Context: an optimization exercise on an open-source flow, tuned for small area. The choices shown serve that exercise and are no tape-out recipe.
The RTL was checked by simulation tests, not by an equivalence proof against the original design.
The flow treats the clock pin as an ideal source, which a real chip does not have.

==> 01-05: inputs <==
==> flow/design.v <==
module tel (input clk,
        input rst,
        input startCall, answerCall,
        input endCall,
        input sendChar,
        input [7:0] charSent,
        output [63:0] statusMsg,
        output [63:0] sentMsg
);
localparam [2:0] IDLE = 3'd7, RINGING = 3'd3, BUSY = 3'd6, REJECTED = 3'd2, CALL = 3'd5, COST = 3'd4, NONE = 3'd0;
reg [2:0] state;      
reg [2:0] shown;      
reg [15:0] acc;       
reg [41:0] msg_hi;    
reg [13:0] msg_lo;    
wire s_idle = state == IDLE;
wire s_ring = state == RINGING;
wire s_busy = state == BUSY;
wire s_rej  = state == REJECTED;
wire s_call = state == CALL;
wire s_cost = state == COST;
wire cost_first = s_cost & (shown == CALL);
wire c10 = acc[3] & acc[1];
wire cost_done = s_cost & ~cost_first & acc[2];
wire is_del   = charSent == 8'd127;
wire in_range = ~charSent[7] & (charSent[6] | charSent[5]);       
wire is_digit = charSent[7:4] == 4'h3 && !(charSent[3] && (charSent[2] || charSent[1]));
wire shift    = sendChar & in_range & ~is_del;                    
wire charge   = s_call & sendChar & in_range;
reg [2:0] next_state;
always @(*) begin
    case (state)
        IDLE:     next_state = startCall ? RINGING : IDLE;
        RINGING:  next_state = endCall ? REJECTED : answerCall ? CALL : c10 ? BUSY : RINGING;
        BUSY:     next_state = c10 ? IDLE : BUSY;
        REJECTED: next_state = c10 ? IDLE : REJECTED;
        CALL:     next_state = (endCall || is_del) ? COST : CALL;
        COST:     next_state = cost_done ? IDLE : COST;
        default:  next_state = IDLE;
    endcase
end
always @(posedge clk or posedge rst) begin
    if (rst) begin
        state <= IDLE;
        shown <= NONE;
    end else begin
        state <= next_state;
        shown <= state;
    end
end
wire acc_clr_hi = s_idle | (s_ring & (endCall | answerCall)) | ((s_ring | s_busy | s_rej) & c10);
wire acc_clr_lo = acc_clr_hi | cost_first;
wire inc1 = ~(s_call | cost_first) | (charge & is_digit);    
wire inc2 = charge & ~is_digit;
wire c1 = inc2 | (inc1 & acc[0]);
wire [15:0] ones;    
assign ones[0] = 1'b0;
assign ones[1] = 1'b1;
genvar i;
generate
    for (i = 2; i < 16; i = i + 1) begin : g_ones
        assign ones[i] = ones[i-1] & acc[i-1];
    end
endgenerate
wire [15:0] carry = {{15{c1}} & ones[15:1], inc1};
wire [15:0] acc_sum = acc ^ carry;
always @(posedge clk)
    acc <= {{13{~acc_clr_hi}}, {3{~acc_clr_lo}}} & acc_sum;
localparam [41:0] SPACES = {6{7'h20}};
wire sel_shift = s_call & shift;                               
wire sel_hold  = (s_call & ~shift) | (s_cost & ~cost_first);   
wire sel_space = ~s_call & ~s_cost;                            
wire [41:0] hi_in = {msg_hi[34:0], msg_lo[13:7]};
wire [13:0] lo_in = {msg_lo[6:0], charSent[6:0]};
wire [13:0] bill  = {acc[14:8], acc[6:0]};
always @(posedge clk or posedge rst) begin
    if (rst) begin
        msg_hi <= SPACES;
        msg_lo <= {7'h20, 7'h20};
    end else begin
        msg_hi <= ({42{sel_shift}} & hi_in) | ({42{s_call & ~shift}} & msg_hi) | ({42{sel_space}} & SPACES);
        msg_lo <= ({14{sel_shift}} & lo_in) | ({14{sel_hold}} & msg_lo) | ({14{sel_space}} & {7'h20, 7'h20})
                | ({14{cost_first}} & bill);
    end
end
wire show_bill = shown == COST;
assign sentMsg = {1'b0, msg_hi[41:35], 1'b0, msg_hi[34:28], 1'b0, msg_hi[27:21],
                  1'b0, msg_hi[20:14], 1'b0, msg_hi[13:7], 1'b0, msg_hi[6:0],
                  show_bill & acc[15], msg_lo[13:7], show_bill & acc[7], msg_lo[6:0]};
reg [63:0] status;
always @(*) begin
    case (shown)
        IDLE:     status = "IDLE    ";
        RINGING:  status = "RINGING ";
        BUSY:     status = "BUSY    ";
        REJECTED: status = "REJECTED";
        CALL:     status = "CALL    ";
        COST:     status = "COST    ";
        default:  status = 64'd0;
    endcase
end
assign statusMsg = status;
endmodule
==> flow/flow/run.sh <==
#!/bin/bash
# Layout flow: the standard flow (standard.sh) with these changes:
#  - synthesis runs the standard flow's synthesis script unchanged, but ABC maps the logic with an
#    area-recovering script (flow/abc_area.script) in place of ORFS's abc_speed.script;
#    registers are mapped by the same dfflibmap step, so they keep their names and cells
#  - after floorplanning, logic cells are swapped to their smallest drive strength
#    (flow/downsize.tcl); later repair steps upsize where slew, capacitance or timing need it
#  - ports are buffered with buf_1
#  - before detailed placement, cells left above their smallest size are shrunk where that
#    adds no slew or capacitance violation and keeps setup slack above 0.3 ns (flow/shrink.tcl)
#  - constant outputs share one tie cell (no repair_tie_fanout)
#  - CTS builds its tree from clkbuf_8 without dummy loads; then each clock buffer is shrunk
#    while the flip-flop clock-pin slews stay under 120 ps (flow/clkdown.tcl)
# Each tool's output is in synth.log and layout.log here, and ORFS's own logs under orfs/logs.
set -euo pipefail
here=$(pwd)
flow=$here/flow
rm -rf "$here/scripts_abc"
cp -r "$FLOW_HOME/scripts" "$here/scripts_abc"
cp "$flow/abc_area.script" "$here/scripts_abc/abc_speed.script"
bash standard.sh synth "SCRIPTS_DIR=$here/scripts_abc" > "$here/synth.log" 2>&1
bash standard.sh finish \
  "BUFFER_PORTS_ARGS=-buffer_cell sky130_fd_sc_hd__buf_1" \
  "CTS_ARGS=-sink_clustering_enable -repair_clock_nets -dont_use_dummy_load -buf_list {sky130_fd_sc_hd__clkbuf_8}" \
  "POST_FLOORPLAN_TCL=$flow/downsize.tcl" \
  "POST_CTS_TCL=$flow/cts_post.tcl" \
  "PRE_DETAIL_PLACE_TCL=$flow/shrink.tcl" \
  CLK_SLEW_TARGET=0.12 SKIP_REPAIR_TIE_FANOUT=1 > "$here/layout.log" 2>&1
==> flow/flow/abc_area.script <==
&get -n
&st
&dch -f
&nf -a -R 1000
&put
strash
&get -n
&st
&syn2
&dch -f
&nf -a -R 1000
&put
topo
stime -c
==> flow/flow/clkdown.tcl <==
set target [expr {[info exists ::env(CLK_SLEW_TARGET)] ? $::env(CLK_SLEW_TARGET) : 0.090}]
set db [ord::get_db]
set sizes {}
foreach s {1 2 4 8 16} { lappend sizes [$db findMaster sky130_fd_sc_hd__clkbuf_$s] }
proc max_clk_slew {} {
  estimate_parasitics -placement
  set mx 0
  foreach pin [all_registers -clock_pins] {
    foreach e {rise fall} {
      set s [get_property $pin slew_max_$e]
      if {$s > $mx} { set mx $s }
    }
  }
  return $mx
}
set bufs {}
foreach inst [[ord::get_db_block] getInsts] {
  if {[string match sky130_fd_sc_hd__clkbuf_* [[$inst getMaster] getName]] && [string match clkbuf_* [$inst getName]]} {
    lappend bufs $inst
  }
}
# leaves (names with _leaf_ or deeper levels) first, the root last
set bufs [lsort -command {apply {{a b} {string compare [$b getName] [$a getName]}}} $bufs]
set start [max_clk_slew]
set limit [expr {max($target, $start)}]
puts "clkdown: start max slew $start"
foreach inst $bufs {
  set orig [$inst getMaster]
  foreach m $sizes {
    if {[$m getWidth] >= [$orig getWidth]} { break }
    $inst swapMaster $m
    if {[max_clk_slew] <= $limit} { break }
    $inst swapMaster $orig
  }
  puts "clkdown: [$inst getName] [$orig getName] -> [[$inst getMaster] getName]"
}
puts "clkdown: end max slew [max_clk_slew]"
detailed_placement
==> flow/flow/cts_post.tcl <==
source [file join [file dirname [info script]] clkdown.tcl]
==> flow/flow/downsize.tcl <==
# Swap every logic cell to the smallest-area master of the same function family
# (same base name, any drive strength); later repair steps upsize where needed.
set db [ord::get_db]
set best [dict create]
foreach lib [$db getLibs] {
  foreach m [$lib getMasters] {
    set n [$m getName]
    if {![regexp {^(sky130_fd_sc_hd__[a-z0-9]+)_([0-9]+)$} $n -> base drv]} continue
    if {[string match *lpflow* $n] || [string match *probe* $n]} continue
    set a [expr {[$m getWidth] * [$m getHeight]}]
    if {![dict exists $best $base] || $a < [lindex [dict get $best $base] 1]} {
      dict set best $base [list $m $a]
    }
  }
}
set n_swapped 0
foreach inst [[ord::get_db_block] getInsts] {
  set m [$inst getMaster]
  set n [$m getName]
  if {![regexp {^(sky130_fd_sc_hd__[a-z0-9]+)_([0-9]+)$} $n -> base drv]} continue
  if {[string match *tap* $n] || [string match *fill* $n] || [string match *decap* $n] || [string match *conb* $n]} continue
  if {![dict exists $best $base]} continue
  lassign [dict get $best $base] bm ba
  set a [expr {[$m getWidth] * [$m getHeight]}]
  if {$ba < $a} {
    $inst swapMaster $bm
    incr n_swapped
  }
}
puts "downsize: swapped $n_swapped instances"
==> flow/flow/shrink.tcl <==
# Before detailed placement: try each logic cell that is not at its smallest drive strength
# (clock and port buffers aside) at smaller sizes, and keep the smallest one that adds no
# max-slew or max-capacitance violation and keeps the worst setup slack above a margin.
set db [ord::get_db]
set fam [dict create]
foreach lib [$db getLibs] {
  foreach m [$lib getMasters] {
    set n [$m getName]
    if {![regexp {^(sky130_fd_sc_hd__[a-z0-9]+)_([0-9]+)$} $n -> base drv]} continue
    if {[string match *lpflow* $n] || [string match *probe* $n]} continue
    dict lappend fam $base $m
  }
}
# plain buffers may also become a smaller buf
proc area_of {m} { return [expr {[$m getWidth] * [$m getHeight]}] }
proc check {} {
  estimate_parasitics -placement
  return [list [sta::max_slew_violation_count] [sta::max_capacitance_violation_count] [sta::worst_slack_cmd max]]
}
set margin [expr {[info exists ::env(SHRINK_SLACK_MARGIN)] ? $::env(SHRINK_SLACK_MARGIN) : 0.3e-9}]
lassign [check] s0 c0 w0
set wmin [expr {min($w0, $margin)}]
puts "shrink: start slew $s0 cap $c0 ws $w0"
set saved 0.0
set cands {}
foreach inst [[ord::get_db_block] getInsts] {
  set m [$inst getMaster]
  set n [$m getName]
  if {[$inst isFixed]} continue
  if {[string match *clkbuf* $n] || [string match *tap* $n] || [string match *fill* $n] || [string match *conb* $n]} continue
  if {[string match input* [$inst getName]] || [string match output* [$inst getName]]} continue
  if {![regexp {^(sky130_fd_sc_hd__[a-z0-9]+)_([0-9]+)$} $n -> base drv]} continue
  lappend cands $inst
}
foreach inst $cands {
  set orig [$inst getMaster]
  regexp {^(sky130_fd_sc_hd__[a-z0-9]+)_([0-9]+)$} [$orig getName] -> base drv
  set opts {}
  foreach m [dict get $fam $base] { if {[area_of $m] < [area_of $orig]} { lappend opts $m } }
  set opts [lsort -command {apply {{a b} {expr {[area_of $a] - [area_of $b]}}}} $opts]
  foreach m $opts {
    $inst swapMaster $m
    lassign [check] s c w
    if {$s <= $s0 && $c <= $c0 && $w >= $wmin} {
      set saved [expr {$saved + ([area_of $orig] - [area_of $m]) / 1e6}]
      puts "shrink: [$inst getName] [$orig getName] -> [$m getName]"
      break
    }
    $inst swapMaster $orig
  }
}
lassign [check] s c w
puts "shrink: end slew $s cap $c ws $w saved $saved um2"
==> flow/standard.sh <==
#!/bin/bash
# synth_recipe.tcl (not shown) runs the flow's synth.tcl, then flattens the netlist and writes it again
# the make line also repeats each setting of config.mk as NAME=value (left out here)
make -C /OpenROAD-flow-scripts/flow DESIGN_CONFIG=/design/flow/config.mk WORK_HOME=/design/flow/orfs CLKGATE_MAP_FILE= SYNTH_SCRIPT=/design/flow/synth_recipe.tcl "${@:-finish}"
==> flow/config.mk <==
export PLATFORM = sky130hd
export DESIGN_NAME = tel
export DESIGN_NICKNAME = tel
export VERILOG_FILES = /design/flow/design.v
export SDC_FILE = /design/flow/constraint.sdc
export NUM_CORES = 4
export LEC_CHECK = 0
export CAP_MARGIN = 20
export CORE_MARGIN = 2
export CORE_UTILIZATION = 40
export SLEW_MARGIN = 20
==> flow/constraint.sdc <==
create_clock -name core_clock -period 4.0 [get_ports {clk}]
set_input_delay 0.8000 -clock core_clock [delete_from_list [all_inputs] [get_ports {clk}]]
set_output_delay 0.8000 -clock core_clock [all_outputs]
set_load 0.01 [all_outputs]
==> 08-22: changes against 01-05 <==
--- a/flow/design.v
+++ b/flow/design.v
@@ -8,5 +8,6 @@
         output [63:0] sentMsg
 );
-localparam [2:0] IDLE = 3'd7, RINGING = 3'd3, BUSY = 3'd6, REJECTED = 3'd2, CALL = 3'd5, COST = 3'd4, NONE = 3'd0;
+localparam [2:0] IDLE = 3'd0, RINGING = 3'd1, BUSY = 3'd2, REJECTED = 3'd3,
+                 CALL = 3'd4, COST = 3'd5, NONE = 3'd7;
 reg [2:0] state;      
 reg [2:0] shown;      
--- a/flow/flow/run.sh
+++ b/flow/flow/run.sh
@@ -7,9 +7,7 @@
 #    (flow/downsize.tcl); later repair steps upsize where slew, capacitance or timing need it
 #  - ports are buffered with buf_1
-#  - before detailed placement, cells left above their smallest size are shrunk where that
-#    adds no slew or capacitance violation and keeps setup slack above 0.3 ns (flow/shrink.tcl)
 #  - constant outputs share one tie cell (no repair_tie_fanout)
 #  - CTS builds its tree from clkbuf_8 without dummy loads; then each clock buffer is shrunk
-#    while the flip-flop clock-pin slews stay under 120 ps (flow/clkdown.tcl)
+#    while the flip-flop clock-pin slews stay under 110 ps (flow/clkdown.tcl)
 # Each tool's output is in synth.log and layout.log here, and ORFS's own logs under orfs/logs.
 set -euo pipefail
@@ -25,4 +23,3 @@
   "POST_FLOORPLAN_TCL=$flow/downsize.tcl" \
   "POST_CTS_TCL=$flow/cts_post.tcl" \
-  "PRE_DETAIL_PLACE_TCL=$flow/shrink.tcl" \
-  CLK_SLEW_TARGET=0.12 SKIP_REPAIR_TIE_FANOUT=1 > "$here/layout.log" 2>&1
+  CLK_SLEW_TARGET=0.11 SKIP_REPAIR_TIE_FANOUT=1 > "$here/layout.log" 2>&1
removed: flow/flow/shrink.tcl
==> 04-08: changes against 01-05 <==
--- a/flow/design.v
+++ b/flow/design.v
@@ -8,5 +8,6 @@
         output [63:0] sentMsg
 );
-localparam [2:0] IDLE = 3'd7, RINGING = 3'd3, BUSY = 3'd6, REJECTED = 3'd2, CALL = 3'd5, COST = 3'd4, NONE = 3'd0;
+localparam [2:0] IDLE = 3'd0, RINGING = 3'd1, BUSY = 3'd2, REJECTED = 3'd3,
+                 CALL = 3'd4, COST = 3'd5, NONE = 3'd7;
 reg [2:0] state;      
 reg [2:0] shown;      
--- a/flow/flow/run.sh
+++ b/flow/flow/run.sh
@@ -11,5 +11,5 @@
 #  - constant outputs share one tie cell (no repair_tie_fanout)
 #  - CTS builds its tree from clkbuf_8 without dummy loads; then each clock buffer is shrunk
-#    while the flip-flop clock-pin slews stay under 120 ps (flow/clkdown.tcl)
+#    while the flip-flop clock-pin slews stay under 110 ps (flow/clkdown.tcl)
 # Each tool's output is in synth.log and layout.log here, and ORFS's own logs under orfs/logs.
 set -euo pipefail
@@ -26,3 +26,3 @@
   "POST_CTS_TCL=$flow/cts_post.tcl" \
   "PRE_DETAIL_PLACE_TCL=$flow/shrink.tcl" \
-  CLK_SLEW_TARGET=0.12 SKIP_REPAIR_TIE_FANOUT=1 > "$here/layout.log" 2>&1
+  CLK_SLEW_TARGET=0.11 SKIP_REPAIR_TIE_FANOUT=1 > "$here/layout.log" 2>&1
==> 06-03: changes against 01-05 <==
--- a/flow/design.v
+++ b/flow/design.v
@@ -8,10 +8,11 @@
         output [63:0] sentMsg
 );
-localparam [2:0] IDLE = 3'd7, RINGING = 3'd3, BUSY = 3'd6, REJECTED = 3'd2, CALL = 3'd5, COST = 3'd4, NONE = 3'd0;
+localparam [2:0] IDLE = 3'd0, RINGING = 3'd1, BUSY = 3'd2, REJECTED = 3'd3,
+                 CALL = 3'd4, COST = 3'd5, NONE = 3'd7;
 reg [2:0] state;      
 reg [2:0] shown;      
 reg [15:0] acc;       
 reg [41:0] msg_hi;    
-reg [13:0] msg_lo;    
+reg [15:0] msg_lo;    
 wire s_idle = state == IDLE;
 wire s_ring = state == RINGING;
@@ -49,7 +50,7 @@
     end
 end
-wire acc_clr_hi = s_idle | (s_ring & (endCall | answerCall)) | ((s_ring | s_busy | s_rej) & c10);
-wire acc_clr_lo = acc_clr_hi | cost_first;
-wire inc1 = ~(s_call | cost_first) | (charge & is_digit);    
+wire acc_clr = s_idle | cost_first | (s_ring & (endCall | answerCall)) |
+               ((s_ring | s_busy | s_rej) & c10);
+wire inc1 = ~s_call | (charge & is_digit);        
 wire inc2 = charge & ~is_digit;
 wire c1 = inc2 | (inc1 & acc[0]);
@@ -66,26 +67,23 @@
 wire [15:0] acc_sum = acc ^ carry;
 always @(posedge clk)
-    acc <= {{13{~acc_clr_hi}}, {3{~acc_clr_lo}}} & acc_sum;
+    acc <= {16{~acc_clr}} & acc_sum;
 localparam [41:0] SPACES = {6{7'h20}};
 wire sel_shift = s_call & shift;                               
 wire sel_hold  = (s_call & ~shift) | (s_cost & ~cost_first);   
 wire sel_space = ~s_call & ~s_cost;                            
-wire [41:0] hi_in = {msg_hi[34:0], msg_lo[13:7]};
-wire [13:0] lo_in = {msg_lo[6:0], charSent[6:0]};
-wire [13:0] bill  = {acc[14:8], acc[6:0]};
+wire [41:0] hi_in = {msg_hi[34:0], msg_lo[14:8]};
+wire [15:0] lo_in = {1'b0, msg_lo[6:0], 1'b0, charSent[6:0]};
 always @(posedge clk or posedge rst) begin
     if (rst) begin
         msg_hi <= SPACES;
-        msg_lo <= {7'h20, 7'h20};
+        msg_lo <= 16'h2020;
     end else begin
         msg_hi <= ({42{sel_shift}} & hi_in) | ({42{s_call & ~shift}} & msg_hi) | ({42{sel_space}} & SPACES);
-        msg_lo <= ({14{sel_shift}} & lo_in) | ({14{sel_hold}} & msg_lo) | ({14{sel_space}} & {7'h20, 7'h20})
-                | ({14{cost_first}} & bill);
+        msg_lo <= ({16{sel_shift}} & lo_in) | ({16{sel_hold}} & msg_lo) | ({16{sel_space}} & 16'h2020)
+                | ({16{cost_first}} & acc);
     end
 end
-wire show_bill = shown == COST;
 assign sentMsg = {1'b0, msg_hi[41:35], 1'b0, msg_hi[34:28], 1'b0, msg_hi[27:21],
-                  1'b0, msg_hi[20:14], 1'b0, msg_hi[13:7], 1'b0, msg_hi[6:0],
-                  show_bill & acc[15], msg_lo[13:7], show_bill & acc[7], msg_lo[6:0]};
+                  1'b0, msg_hi[20:14], 1'b0, msg_hi[13:7], 1'b0, msg_hi[6:0], msg_lo};
 reg [63:0] status;
 always @(*) begin
--- a/flow/flow/run.sh
+++ b/flow/flow/run.sh
@@ -7,9 +7,7 @@
 #    (flow/downsize.tcl); later repair steps upsize where slew, capacitance or timing need it
 #  - ports are buffered with buf_1
-#  - before detailed placement, cells left above their smallest size are shrunk where that
-#    adds no slew or capacitance violation and keeps setup slack above 0.3 ns (flow/shrink.tcl)
 #  - constant outputs share one tie cell (no repair_tie_fanout)
 #  - CTS builds its tree from clkbuf_8 without dummy loads; then each clock buffer is shrunk
-#    while the flip-flop clock-pin slews stay under 120 ps (flow/clkdown.tcl)
+#    while the flip-flop clock-pin slews stay under 110 ps (flow/clkdown.tcl)
 # Each tool's output is in synth.log and layout.log here, and ORFS's own logs under orfs/logs.
 set -euo pipefail
@@ -25,4 +23,3 @@
   "POST_FLOORPLAN_TCL=$flow/downsize.tcl" \
   "POST_CTS_TCL=$flow/cts_post.tcl" \
-  "PRE_DETAIL_PLACE_TCL=$flow/shrink.tcl" \
-  CLK_SLEW_TARGET=0.12 SKIP_REPAIR_TIE_FANOUT=1 > "$here/layout.log" 2>&1
+  CLK_SLEW_TARGET=0.11 SKIP_REPAIR_TIE_FANOUT=1 > "$here/layout.log" 2>&1
removed: flow/flow/shrink.tcl
==> key figures <==
Logic synthesis
  • Ys async rst share: between 70% and 80%
  • Ranking of synthesized cells by area: dfrtp_1, buf_4, dfxtp_1
  • Register area share after synthesis: a little over half
  • Synth Area in Adders: 0.7275%

Outcome
  • Status: no timing/DRC/antenna violations

Drt
  • Metal3 WL: 455 um

Setup path
  • Worst Path Required: 4.38 ns

Layout
  • Layout cell share with drive strength beyond 1: ~7.4%
the above is filed under 08-22

==> key figures <==
Outcome
  • Status: no timing/DRC/antenna violations

Logic synthesis
  • Yosys top cell by area: dfrtp_1
  • Ys async rst share: 79.49%
  • Ranking of synthesized cells by area: dfrtp_1, buf_4, dfxtp_1

Drt
  • Wire per inst: 15.00 um

Place
  • Place WS: between 0.5 and 0.6 ns

Setup path
  • Worst Path Required: 4.28 ns
the above is filed under 04-08

==> key figures <==
Layout
  • Layout cell share with drive strength beyond 1: 6.801%

Outcome
  • Status: no timing/DRC/antenna violations

Logic synthesis
  • Register area share after synthesis: 55.17%
  • Synth Area in Adders: 0.7133%
  • Ys async rst share: approximately 80%
  • Ranking of synthesized cells by area: dfrtp_1, buf_4, a22o_1

Drt
  • Metal3 WL: 475 um
the above is filed under 06-03

==> key figures <==
Outcome
  • Status: no timing/DRC/antenna violations

Logic synthesis
  • Synth Area in Adders: 1.021%
  • Ys async rst share: 79.49%
  • Register area share after synthesis: 54.94%
  • Ranking of synthesized cells by area: dfrtp_1, buf_4, dfxtp_1

Setup path
  • Worst Path Required: 4.40 ns

Drt
  • Metal3 WL: 355 um
the above is filed under 01-05

what the ideal ports hide:
The results above use ideal ports. As a check the final layouts listed here were re-extracted and re-timed, cells and wires unchanged. Step 1 sets driving cells, clkbuf_16 on the clock port and buf_2 on the other inputs (assumed; they add their load-dependent delay and slew). Step 2 also shifts input and output timing later by t, the mid clock arrival at the registers, as if the neighbouring blocks saw the same clock. a / b / c = ideal / step 1 / step 2; a / b = the first two.
run	t, ns	setup slack, ns	clock arrival spread, ns	pins driven straight from the clock port
01-05	0.479	0.569 / 0.569 / 0.379	0.028 / 0.028	1
08-22	0.493	0.614 / 0.614 / 0.559	0.026 / 0.027	1
04-08	0.420	0.574 / 0.574 / 0.545	0.028 / 0.029	1
06-03	0.498	0.886 / 0.886 / 0.574	0.027 / 0.027	1
After both steps setup and hold are still met in every run listed. For 06-03, which loses most, drivers alone change the setup slack by 0.000 ns; drivers and shift together by -0.312 ns.
